What follows belongs to an exercise in optimizing a design on an open flow for small area; a production flow would make more cautious choices. Function was checked by simulation only, so behaviour that the tests miss may differ from the original.

== amber ==
## cordic_pipeline_top
module cordic_pipeline_top(
    input clk,
    input rst_n,
    input en,
    input mode,
    input [15:0] xi,
    input [15:0] yi,
    input [15:0] zi,
    output [15:0] xo,
    output [15:0] yo,
    output [15:0] zo,
    output valid
);
reg [5:0] valid_r;
always @(posedge clk or negedge rst_n)
    if (!rst_n) valid_r <= 6'b0;
    else valid_r <= {valid_r[4:0], en};
assign valid = valid_r[5];
wire d0 = mode ? yi[15] : ~zi[15];
wire [15:0] x1, y1;
add16_rca ux0(.a(xi), .b(yi ^ {16{d0}}), .ci(d0), .s(x1));
add16_rca uy0(.a(yi), .b(xi ^ {16{~d0}}), .ci(~d0), .s(y1));
wire [15:0] z1;
add16_rca uz0(.a(zi), .b(16'h3244 ^ {16{d0}}), .ci(d0), .s(z1));
reg [15:0] xr0, yr0, zr0;
reg mr0;
always @(posedge clk) begin
    xr0 <= x1;
    yr0 <= y1;
    zr0 <= z1;
    mr0 <= mode;
end
wire d1 = mr0 ? yr0[15] : ~zr0[15];
wire [15:0] x2, y2;
add16_rca ux1(.a(xr0), .b({{1{yr0[15]}}, yr0[15:1]} ^ {16{d1}}), .ci(d1), .s(x2));
add16_rca uy1(.a(yr0), .b({{1{xr0[15]}}, xr0[15:1]} ^ {16{~d1}}), .ci(~d1), .s(y2));
wire [15:0] z2;
add16_rca uz1(.a(zr0), .b(16'h1DAC ^ {16{d1}}), .ci(d1), .s(z2));
wire d2 = mr0 ? y2[15] : ~z2[15];
wire [15:0] x3, y3;
  ...
Settings: LEC_CHECK=0, ABC_AREA=1, CAP_MARGIN=20, CORE_MARGIN=2, CORE_UTILIZATION=55, CTS_BUF_LIST=sky130_fd_sc_hd__clkbuf_8 sky130_fd_sc_hd__clkbuf_16, CTS_CLUSTER_DIAMETER=100, CTS_CLUSTER_SIZE=30, GPL_TIMING_DRIVEN=0, SLEW_MARGIN=20; clock period 8.0 ns.
standard.sh (not shown) runs the stock make flow with config.mk's settings and CLKGATE_MAP_FILE= SYNTH_SCRIPT=/design/flow/synth_recipe.tcl, a recipe that flattens the netlist after the stock synthesis.
==> flow/flow/run.sh <==
#!/bin/bash
# The standard layout (standard.sh) with two changes:
#  - synthesis leaves the adders to ABC (no full/half adder cells extracted first);
#  - the port buffers use the smallest buffer cell.
set -euo pipefail
export ADDER_MAP_FILE=
export BUFFER_PORTS_ARGS="-buffer_cell sky130_fd_sc_hd__buf_1"
bash standard.sh > standard_flow.log 2>&1
Setup changes, amber to willow
Settings: changing CTS_CLUSTER_DIAMETER from 100 to 80; removing GPL_TIMING_DRIVEN (formerly 0); changing CORE_UTILIZATION from 55 to 65; changing CTS_CLUSTER_SIZE from 30 to 18; changing CTS_BUF_LIST from sky130_fd_sc_hd__clkbuf_8 sky130_fd_sc_hd__clkbuf_16 to sky130_fd_sc_hd__clkbuf_8.
==> flow/flow/run.sh <==
#!/bin/bash
# The standard layout (standard.sh), with these changes:
#  - synthesis leaves the adders to ABC (no full/half adder cells extracted first) and maps in
#    two passes with delay-targeted area scripts: the logic next to the ports with
#    flow/abc_area_io.script, the rest with flow/abc_area_d.script (flow/synth.tcl is
#    synth_recipe.tcl plus that one change);
#  - the port buffers use the smallest buffer cell.
set -euo pipefail
W=$PWD
export ADDER_MAP_FILE=
export BUFFER_PORTS_ARGS="-buffer_cell sky130_fd_sc_hd__buf_1"
export MY_ABC_SCRIPT="$W/flow/abc_area_d.script"
export MY_ABC_SCRIPT_IO="$W/flow/abc_area_io.script"
sed "s|SYNTH_SCRIPT=[^ ]*|SYNTH_SCRIPT=$W/flow/synth.tcl|" standard.sh > my_standard.sh
grep -q "SYNTH_SCRIPT=$W/flow/synth.tcl" my_standard.sh
bash my_standard.sh > standard_flow.log 2>&1
==> flow/flow/abc_area_d.script (new file) <==
strash
dch
map -B 0.9
topo
stime -c
dnsize -c
==> flow/flow/abc_area_io.script (new file) <==
strash
dch
map -B 0.9 -D 6000
topo
stime -c
buffer -c
upsize -c -D 6000
dnsize -c -D 6000
==> flow/flow/synth.tcl (new file) <==
proc synth {args} { yosys synth -nofsm -noshare {*}$args }
# ABC maps in two passes with delay-targeted area scripts: first the logic between the ports
# and the registers (whose paths also carry the input and output delays) with
# MY_ABC_SCRIPT_IO, then everything else with MY_ABC_SCRIPT.
proc abc {args} {
  set i [lsearch -exact $args -script]
  if { $i >= 0 && [info exists ::env(MY_ABC_SCRIPT)] } {
    set a_in [lreplace $args [expr {$i + 1}] [expr {$i + 1}] $::env(MY_ABC_SCRIPT_IO)]
    set a_rest [lreplace $args [expr {$i + 1}] [expr {$i + 1}] $::env(MY_ABC_SCRIPT)]
    set ff {sky130_fd_sc_hd__dfxtp_1 sky130_fd_sc_hd__dfrtp_1}
    yosys select -set ffs {*}[lmap c $ff {string cat t:$c}]
    yosys select -set iocone o:* %ci*:-sky130_fd_sc_hd__dfxtp_1\[Q\]:-sky130_fd_sc_hd__dfrtp_1\[Q\] i:* %co*:-sky130_fd_sc_hd__dfxtp_1\[D,CLK\]:-sky130_fd_sc_hd__dfrtp_1\[D,CLK,RESET_B\] %u @ffs %d
    yosys abc {*}$a_in @iocone
    yosys abc {*}$a_rest
  } else {
    yosys abc {*}$args
  }
}
source $::env(SCRIPTS_DIR)/synth.tcl
# left out here: clear keep_hierarchy, flatten, clean up, hide names made inside functions, write 1_2_yosys.v
Findings:
Summary of willow over amber: die boundary height saw a decrease; actual transition at the worst max-transition pin -0.083 ns; synthesized area lost 5.3%. willow ended up with a higher pin count of the biggest net entering global routing than amber did. willow: share of the clock period used by the worst path is 3.0 points lower than what amber reported. willow — non-clock inverter instance count of the final layout 2.1% higher, amber as reference. A worst setup path category of reg -> reg is what willow shows, while reg -> out belongs to amber. The slack of the critical path of willow was superior to that of amber. Compared amber against willow; fraction of standard cell area that is sequential within noise.
## Diff of input files: violet against willow
==> flow/flow/abc_area_d.script <==
strash
dch
map -B 0.9
topo
stime -c
buffer -c
upsize -c
dnsize -c
## What came out
violet vs willow: count of plain and timing-repair buffers down by more than a quarter. Looking only at critical path depth, and setting everything else aside, the higher value of willow and violet goes to violet. Against willow, first-pass GRT wire length in violet rose by a few percent. violet vs willow: number of well taps up by a little under 10%. In terms of area taken by flip-flops and latches, willow and violet differ only marginally.
Setup changes, violet to raven
Settings: setting PLACE_DENSITY to 0.75 for the first time; changing CTS_CLUSTER_SIZE from 18 to 30; changing CORE_UTILIZATION from 65 to 55; changing CTS_BUF_LIST from sky130_fd_sc_hd__clkbuf_8 to sky130_fd_sc_hd__clkbuf_8 sky130_fd_sc_hd__clkbuf_16; changing CTS_CLUSTER_DIAMETER from 80 to 100.
==> flow/flow/run.sh <==
#!/bin/bash
# The standard layout (standard.sh) with two changes:
#  - synthesis leaves the adders to ABC (no full/half adder cells extracted first);
#  - the port buffers use the smallest buffer cell.
set -euo pipefail
export ADDER_MAP_FILE=
export BUFFER_PORTS_ARGS="-buffer_cell sky130_fd_sc_hd__buf_1"
bash standard.sh > standard_flow.log 2>&1
removed: flow/flow/abc_area_d.script
removed: flow/flow/abc_area_io.script
removed: flow/flow/synth.tcl
Findings:
Looking at post-synthesis cell count across raven and violet, the one that comes out lower is raven. ~same area taken by multi-input logic gates in raven and violet. raven reports a higher signed area change from the synthesized netlist to the final layout than violet does. On CTS buffer count: between raven and violet, it ends up higher for violet. raven contains fewer vias than violet. Of raven and violet, the lower post-layout minimum cycle time belongs to violet. In terms of post-synthesis instance area, raven and violet differ only marginally.

========
Setup of v59:
The RTL this note starts from:
==> flow/design.v <==
module add16_rca(
    input [15:0] a,
    input [15:0] b,
    input ci,
    output [15:0] s
);
wire [16:0] c;
assign c[0] = ci;
genvar k;
generate for (k = 0; k < 16; k = k + 1) begin : g
    assign s[k] = a[k] ^ b[k] ^ c[k];
    assign c[k+1] = (a[k] & b[k]) | (a[k] & c[k]) | (b[k] & c[k]);
end endgenerate
endmodule
module cordic_pipeline_top(
    input clk,
    input rst_n,
    input en,
    input mode,
    input [15:0] xi,
    input [15:0] yi,
    input [15:0] zi,
    output [15:0] xo,
    output [15:0] yo,
    output [15:0] zo,
    output valid
);
reg [5:0] valid_r;
always @(posedge clk or negedge rst_n)
    if (!rst_n) valid_r <= 6'b0;
    else valid_r <= {valid_r[4:0], en};
assign valid = valid_r[5];
wire d0 = mode ? yi[15] : ~zi[15];
wire [15:0] x1, y1;
add16_rca ux0(.a(xi), .b(yi ^ {16{d0}}), .ci(d0), .s(x1));
add16_rca uy0(.a(yi), .b(xi ^ {16{~d0}}), .ci(~d0), .s(y1));
wire [15:0] z1;
add16_rca uz0(.a(zi), .b(16'h3244 ^ {16{d0}}), .ci(d0), .s(z1));
reg [15:0] xr0, yr0, zr0;
reg mr0;
always @(posedge clk) begin
    xr0 <= x1;
    yr0 <= y1;
    zr0 <= z1;
    mr0 <= mode;
end
wire d1 = mr0 ? yr0[15] : ~zr0[15];
wire [15:0] x2, y2;
add16_rca ux1(.a(xr0), .b({{1{yr0[15]}}, yr0[15:1]} ^ {16{d1}}), .ci(d1), .s(x2));
add16_rca uy1(.a(yr0), .b({{1{xr0[15]}}, xr0[15:1]} ^ {16{~d1}}), .ci(~d1), .s(y2));
wire [15:0] z2;
add16_rca uz1(.a(zr0), .b(16'h1DAC ^ {16{d1}}), .ci(d1), .s(z2));
wire d2 = mr0 ? y2[15] : ~z2[15];
wire [15:0] x3, y3;
add16_rca ux2(.a(x2), .b({{2{y2[15]}}, y2[15:2]} ^ {16{d2}}), .ci(d2), .s(x3));
add16_rca uy2(.a(y2), .b({{2{x2[15]}}, x2[15:2]} ^ {16{~d2}}), .ci(~d2), .s(y3));
wire [15:0] z3;
add16_rca uz2(.a(z2), .b(16'h0FAE ^ {16{d2}}), .ci(d2), .s(z3));
reg [15:0] xr1, yr1, zr1;
reg mr1;
always @(posedge clk) begin
    xr1 <= x3;
    yr1 <= y3;
    zr1 <= z3;
    mr1 <= mr0;
end
wire d3 = mr1 ? yr1[15] : ~zr1[15];
wire [15:0] x4, y4;
add16_rca ux3(.a(xr1), .b({{3{yr1[15]}}, yr1[15:3]} ^ {16{d3}}), .ci(d3), .s(x4));
add16_rca uy3(.a(yr1), .b({{3{xr1[15]}}, xr1[15:3]} ^ {16{~d3}}), .ci(~d3), .s(y4));
wire [15:0] z4;
add16_rca uz3(.a(zr1), .b(16'h07F5 ^ {16{d3}}), .ci(d3), .s(z4));
wire d4 = mr1 ? y4[15] : ~z4[15];
wire [15:0] x5, y5;
add16_rca ux4(.a(x4), .b({{4{y4[15]}}, y4[15:4]} ^ {16{d4}}), .ci(d4), .s(x5));
add16_rca uy4(.a(y4), .b({{4{x4[15]}}, x4[15:4]} ^ {16{~d4}}), .ci(~d4), .s(y5));
wire [15:0] z5;
add16_rca uz4(.a(z4), .b(16'h03FF ^ {16{d4}}), .ci(d4), .s(z5));
reg [15:0] xr2, yr2, zr2;
reg mr2;
always @(posedge clk) begin
    xr2 <= x5;
    yr2 <= y5;
    zr2 <= z5;
    mr2 <= mr1;
end
wire zin5 = (zr2[15:10] == {6{1'b0}}) | (zr2[15:10] == {6{1'b1}});   
wire d5 = mr2 ? yr2[15] : ~zr2[15];
wire [15:0] x6, y6;
add16_rca ux5(.a(xr2), .b({{5{yr2[15]}}, yr2[15:5]} ^ {16{d5}}), .ci(d5), .s(x6));
add16_rca uy5(.a(yr2), .b({{5{xr2[15]}}, xr2[15:5]} ^ {16{~d5}}), .ci(~d5), .s(y6));
wire d6 = mr2 ? y6[15] : (zin5 ? zr2[9] : ~zr2[15]);
wire [15:0] x7, y7;
add16_rca ux6(.a(x6), .b({{6{y6[15]}}, y6[15:6]} ^ {16{d6}}), .ci(d6), .s(x7));
add16_rca uy6(.a(y6), .b({{6{x6[15]}}, x6[15:6]} ^ {16{~d6}}), .ci(~d6), .s(y7));
wire d7 = mr2 ? y7[15] : (zin5 ? zr2[8] : ~zr2[15]);
wire [15:0] x8, y8;
add16_rca ux7(.a(x7), .b({{7{y7[15]}}, y7[15:7]} ^ {16{d7}}), .ci(d7), .s(x8));
add16_rca uy7(.a(y7), .b({{7{x7[15]}}, x7[15:7]} ^ {16{~d7}}), .ci(~d7), .s(y8));
wire [15:0] zk3 = 16'd896 - ({13'b0, {d5, d6, d7}} << 8);
wire [15:0] zs3;
add16_rca uzs3(.a(zr2), .b(zk3), .ci(1'b0), .s(zs3));
reg [15:0] xr3, yr3, zr3;
reg mr3;
always @(posedge clk) begin
    xr3 <= x8;
    yr3 <= y8;
    zr3 <= zs3;
    mr3 <= mr2;
end
wire zin8 = (zr3[15:7] == {9{1'b0}}) | (zr3[15:7] == {9{1'b1}});   
wire d8 = mr3 ? yr3[15] : ~zr3[15];
wire [15:0] x9, y9;
add16_rca ux8(.a(xr3), .b({{8{yr3[15]}}, yr3[15:8]} ^ {16{d8}}), .ci(d8), .s(x9));
add16_rca uy8(.a(yr3), .b({{8{xr3[15]}}, xr3[15:8]} ^ {16{~d8}}), .ci(~d8), .s(y9));
wire d9 = mr3 ? y9[15] : (zin8 ? zr3[6] : ~zr3[15]);
wire [15:0] x10, y10;
add16_rca ux9(.a(x9), .b({{9{y9[15]}}, y9[15:9]} ^ {16{d9}}), .ci(d9), .s(x10));
add16_rca uy9(.a(y9), .b({{9{x9[15]}}, x9[15:9]} ^ {16{~d9}}), .ci(~d9), .s(y10));
wire d10 = mr3 ? y10[15] : (zin8 ? zr3[5] : ~zr3[15]);
wire [15:0] x11, y11;
add16_rca ux10(.a(x10), .b({{10{y10[15]}}, y10[15:10]} ^ {16{d10}}), .ci(d10), .s(x11));
add16_rca uy10(.a(y10), .b({{10{x10[15]}}, x10[15:10]} ^ {16{~d10}}), .ci(~d10), .s(y11));
wire [15:0] zk4 = 16'd112 - ({13'b0, {d8, d9, d10}} << 5);
wire [15:0] zs4;
add16_rca uzs4(.a(zr3), .b(zk4), .ci(1'b0), .s(zs4));
reg [15:0] xr4, yr4, zr4;
reg mr4;
always @(posedge clk) begin
    xr4 <= x11;
    yr4 <= y11;
    zr4 <= zs4;
    mr4 <= mr3;
end
wire zin11 = (zr4[15:4] == {12{1'b0}}) | (zr4[15:4] == {12{1'b1}});   
wire d11 = mr4 ? yr4[15] : ~zr4[15];
wire [15:0] x12, y12;
add16_rca ux11(.a(xr4), .b({{11{yr4[15]}}, yr4[15:11]} ^ {16{d11}}), .ci(d11), .s(x12));
add16_rca uy11(.a(yr4), .b({{11{xr4[15]}}, xr4[15:11]} ^ {16{~d11}}), .ci(~d11), .s(y12));
wire d12 = mr4 ? y12[15] : (zin11 ? zr4[3] : ~zr4[15]);
wire [15:0] x13, y13;
add16_rca ux12(.a(x12), .b({{12{y12[15]}}, y12[15:12]} ^ {16{d12}}), .ci(d12), .s(x13));
add16_rca uy12(.a(y12), .b({{12{x12[15]}}, x12[15:12]} ^ {16{~d12}}), .ci(~d12), .s(y13));
wire d13 = mr4 ? y13[15] : (zin11 ? zr4[2] : ~zr4[15]);
wire [15:0] x14, y14;
add16_rca ux13(.a(x13), .b({{13{y13[15]}}, y13[15:13]} ^ {16{d13}}), .ci(d13), .s(x14));
add16_rca uy13(.a(y13), .b({{13{x13[15]}}, x13[15:13]} ^ {16{~d13}}), .ci(~d13), .s(y14));
wire [15:0] zk5 = 16'd14 - ({13'b0, {d11, d12, d13}} << 2);
wire [15:0] zs5;
add16_rca uzs5(.a(zr4), .b(zk5), .ci(1'b0), .s(zs5));
reg [15:0] xr5, yr5, zr5;
reg mr5;
always @(posedge clk) begin
    xr5 <= x14;
    yr5 <= y14;
    zr5 <= zs5;
    mr5 <= mr4;
end
wire zin14 = (zr5[15:1] == {15{1'b0}}) | (zr5[15:1] == {15{1'b1}});   
wire d14 = mr5 ? yr5[15] : ~zr5[15];
wire [15:0] x15, y15;
add16_rca ux14(.a(xr5), .b({{14{yr5[15]}}, yr5[15:14]} ^ {16{d14}}), .ci(d14), .s(x15));
add16_rca uy14(.a(yr5), .b({{14{xr5[15]}}, xr5[15:14]} ^ {16{~d14}}), .ci(~d14), .s(y15));
wire [15:0] zk6 = 16'd1 - ({15'b0, d14} << 1);
wire [15:0] zs6;
add16_rca uzs6(.a(zr5), .b(zk6), .ci(1'b0), .s(zs6));
assign xo = x15;
assign yo = y15;
assign zo = zs6;
endmodule
export LEC_CHECK = 0
export ABC_AREA = 1
export CAP_MARGIN = 20
export CORE_MARGIN = 2
export CORE_UTILIZATION = 55
export CTS_BUF_LIST = sky130_fd_sc_hd__clkbuf_8 sky130_fd_sc_hd__clkbuf_16
export CTS_CLUSTER_DIAMETER = 100
export CTS_CLUSTER_SIZE = 30
export SLEW_MARGIN = 20
create_clock -name core_clock -period 8.0 [get_ports {clk}]
==> flow/flow/run.sh <==
#!/bin/bash
# The standard layout (standard.sh), with these changes:
#  - synthesis leaves the adders to ABC (no full/half adder cells extracted first) and maps in
#    two passes with delay-targeted area scripts: the logic next to the ports with
#    flow/abc_area_io.script, the rest with flow/abc_area_d.script (flow/synth.tcl is
#    synth_recipe.tcl plus that one change);
#  - the port buffers use the smallest buffer cell.
set -euo pipefail
W=$PWD
export ADDER_MAP_FILE=
export BUFFER_PORTS_ARGS="-buffer_cell sky130_fd_sc_hd__buf_1"
export MY_ABC_SCRIPT="$W/flow/abc_area_d.script"
export MY_ABC_SCRIPT_IO="$W/flow/abc_area_io.script"
sed "s|SYNTH_SCRIPT=[^ ]*|SYNTH_SCRIPT=$W/flow/synth.tcl|" standard.sh > my_standard.sh
grep -q "SYNTH_SCRIPT=$W/flow/synth.tcl" my_standard.sh
bash my_standard.sh > standard_flow.log 2>&1
==> flow/flow/abc_area_d.script <==
strash
dch
map -B 0.9 -D 7000
topo
stime -c
buffer -c
upsize -c -D 7000
dnsize -c -D 7000
==> flow/flow/abc_area_io.script <==
strash
dch
map -B 0.9 -D 6000
topo
stime -c
buffer -c
upsize -c -D 6000
dnsize -c -D 6000
==> flow/flow/synth.tcl <==
proc synth {args} { yosys synth -nofsm -noshare {*}$args }
# ABC maps in two passes with delay-targeted area scripts: first the logic between the ports
# and the registers (whose paths also carry the input and output delays) with
# MY_ABC_SCRIPT_IO, then everything else with MY_ABC_SCRIPT.
proc abc {args} {
  set i [lsearch -exact $args -script]
  if { $i >= 0 && [info exists ::env(MY_ABC_SCRIPT)] } {
    set a_in [lreplace $args [expr {$i + 1}] [expr {$i + 1}] $::env(MY_ABC_SCRIPT_IO)]
    set a_rest [lreplace $args [expr {$i + 1}] [expr {$i + 1}] $::env(MY_ABC_SCRIPT)]
    set ff {sky130_fd_sc_hd__dfxtp_1 sky130_fd_sc_hd__dfrtp_1}
    yosys select -set ffs {*}[lmap c $ff {string cat t:$c}]
    yosys select -set iocone o:* %ci*:-sky130_fd_sc_hd__dfxtp_1\[Q\]:-sky130_fd_sc_hd__dfrtp_1\[Q\] i:* %co*:-sky130_fd_sc_hd__dfxtp_1\[D,CLK\]:-sky130_fd_sc_hd__dfrtp_1\[D,CLK,RESET_B\] %u @ffs %d
    yosys abc {*}$a_in @iocone
    yosys abc {*}$a_rest
  } else {
    yosys abc {*}$args
  }
}
source $::env(SCRIPTS_DIR)/synth.tcl
# left out here: clear keep_hierarchy, flatten, clean up, hide names made inside functions, write 1_2_yosys.v
The following lists how v17 was set up differently from v59:
==> flow/flow/run.sh <==
#!/bin/bash
# The standard layout (standard.sh) with two changes:
#  - synthesis leaves the adders to ABC (no full/half adder cells extracted first);
#  - the port buffers use the smallest buffer cell.
set -euo pipefail
export ADDER_MAP_FILE=
export BUFFER_PORTS_ARGS="-buffer_cell sky130_fd_sc_hd__buf_1"
bash standard.sh > standard_flow.log 2>&1
removed: flow/flow/abc_area_d.script
removed: flow/flow/abc_area_io.script
removed: flow/flow/synth.tcl
Lower maximum number of pins on one net before global-route repair among v59 and v17: v17
| register fraction of the total cell area | lower: v59 |
Delta (v17 minus v59): overall die area picked up an extra 4.1%; synthesized area has increased; portion of the clock cycle consumed by the worst path in the final layout rose 3.1 points; area growth from synthesis to final layout -9.4 points.
In the reports for v59 and v17, the smaller cell count after synthesis belongs to v17.
In the flow results for v59 and v17, the fraction of final layout cells with drive strength greater than 1 is larger on v59.
Compared with v59, v17 shows slew at the pin with the worst max-slew slack higher by 0.031 ns.
### v17 -> v19
diff --git a/flow/config.mk b/flow/config.mk
--- a/flow/config.mk
+++ b/flow/config.mk
@@ -9,7 +9,7 @@
 export CAP_MARGIN = 20
 export CORE_MARGIN = 2
-export CORE_UTILIZATION = 55
-export CTS_BUF_LIST = sky130_fd_sc_hd__clkbuf_8 sky130_fd_sc_hd__clkbuf_16
-export CTS_CLUSTER_DIAMETER = 100
-export CTS_CLUSTER_SIZE = 30
+export CORE_UTILIZATION = 65
+export CTS_BUF_LIST = sky130_fd_sc_hd__clkbuf_8
+export CTS_CLUSTER_DIAMETER = 80
+export CTS_CLUSTER_SIZE = 18
 export SLEW_MARGIN = 20
Results
- The shortest clock period the worst path allows after layout of v19 was inferior to that of v17.
- Maximum cell stage delay along the critical path sits higher in v19 than in v17.
- Relative to v17, share of cells above drive strength 1 has increased by 0.48 points in v19.
- Between v17 and v19, the flow reports design area decreasing slightly.
- The die span in y in v17 is 1.09 times that in v19.
- Against v17, routed wire length in v19 came out better.
- Note that the count of inserted tapcells recorded for v19 amounts to 0.860 times the value seen in v17.
- v17 has lower share of the final layout cell area in multi-input gates than v19.
- Post-CTS resize count sits higher in v19 than in v17.
Inputs modified between v19 and v58:
diff --git a/flow/config.mk b/flow/config.mk
--- a/flow/config.mk
+++ b/flow/config.mk
@@ -9,7 +9,8 @@
 export CAP_MARGIN = 20
 export CORE_MARGIN = 2
-export CORE_UTILIZATION = 65
-export CTS_BUF_LIST = sky130_fd_sc_hd__clkbuf_8
-export CTS_CLUSTER_DIAMETER = 80
-export CTS_CLUSTER_SIZE = 18
+export CORE_UTILIZATION = 55
+export CTS_BUF_LIST = sky130_fd_sc_hd__clkbuf_8 sky130_fd_sc_hd__clkbuf_16
+export CTS_CLUSTER_DIAMETER = 100
+export CTS_CLUSTER_SIZE = 30
+export MIN_ROUTING_LAYER = met2
 export SLEW_MARGIN = 20
--- outcome ---
Against v19, combined area of the multi-input logic cells in v58 rose slightly. Between v19 and v58, the layout inverter count without the clock tree does not differ in any meaningful way. Lower number of detailed-routing iterations run before antenna repair among v58 and v19: v19.

[afterwards: timing with drivers on the ports]
The flow's constraints put no driver on any port. The routed layouts listed below were extracted and timed again, unchanged, in two steps. Step 1 assumes that a clkbuf_16 drives the clock port and a buf_2 every other input. Step 2 times the ports against the registers' clock, not the clock port: input delays grow and output delays shrink by t, the midpoint of the rising clock arrivals with the driver on. Three values: ideal, step 1, step 2; two values: the first two.
| run | shift t [ns] | slack for setup (ns) | latest minus earliest clock arrival (ns) | worst data-port slew with drivers (ns) |
|---|---|---|---|---|
| amber | 0.603 | 0.270 / 0.212 / -0.140 | 0.025 / 0.025 | 0.03 |
| willow | 0.649 | 0.513 / 0.513 / 0.513 | 0.025 / 0.025 | 0.04 |
| violet | 0.667 | 0.689 / 0.689 / 0.689 | 0.029 / 0.029 | 0.03 |
| raven | 0.587 | 0.277 / 0.216 / 0.130 | 0.034 / 0.035 | 0.05 |
| v59 | 0.586 | 0.560 / 0.560 / 0.560 | 0.024 / 0.024 | 0.03 |
| v17 | 0.603 | 0.308 / 0.250 / 0.160 | 0.049 / 0.049 | 0.05 |
| v19 | 0.662 | 0.305 / 0.252 / 0.157 | 0.053 / 0.053 | 0.04 |
| v58 | 0.611 | 0.284 / 0.229 / 0.042 | 0.021 / 0.021 | 0.05 |
Met with ideal ports but missed after step 2: setup timing in amber. For amber, which loses most, drivers alone change the setup slack by -0.058 ns; drivers and shift together by -0.410 ns.
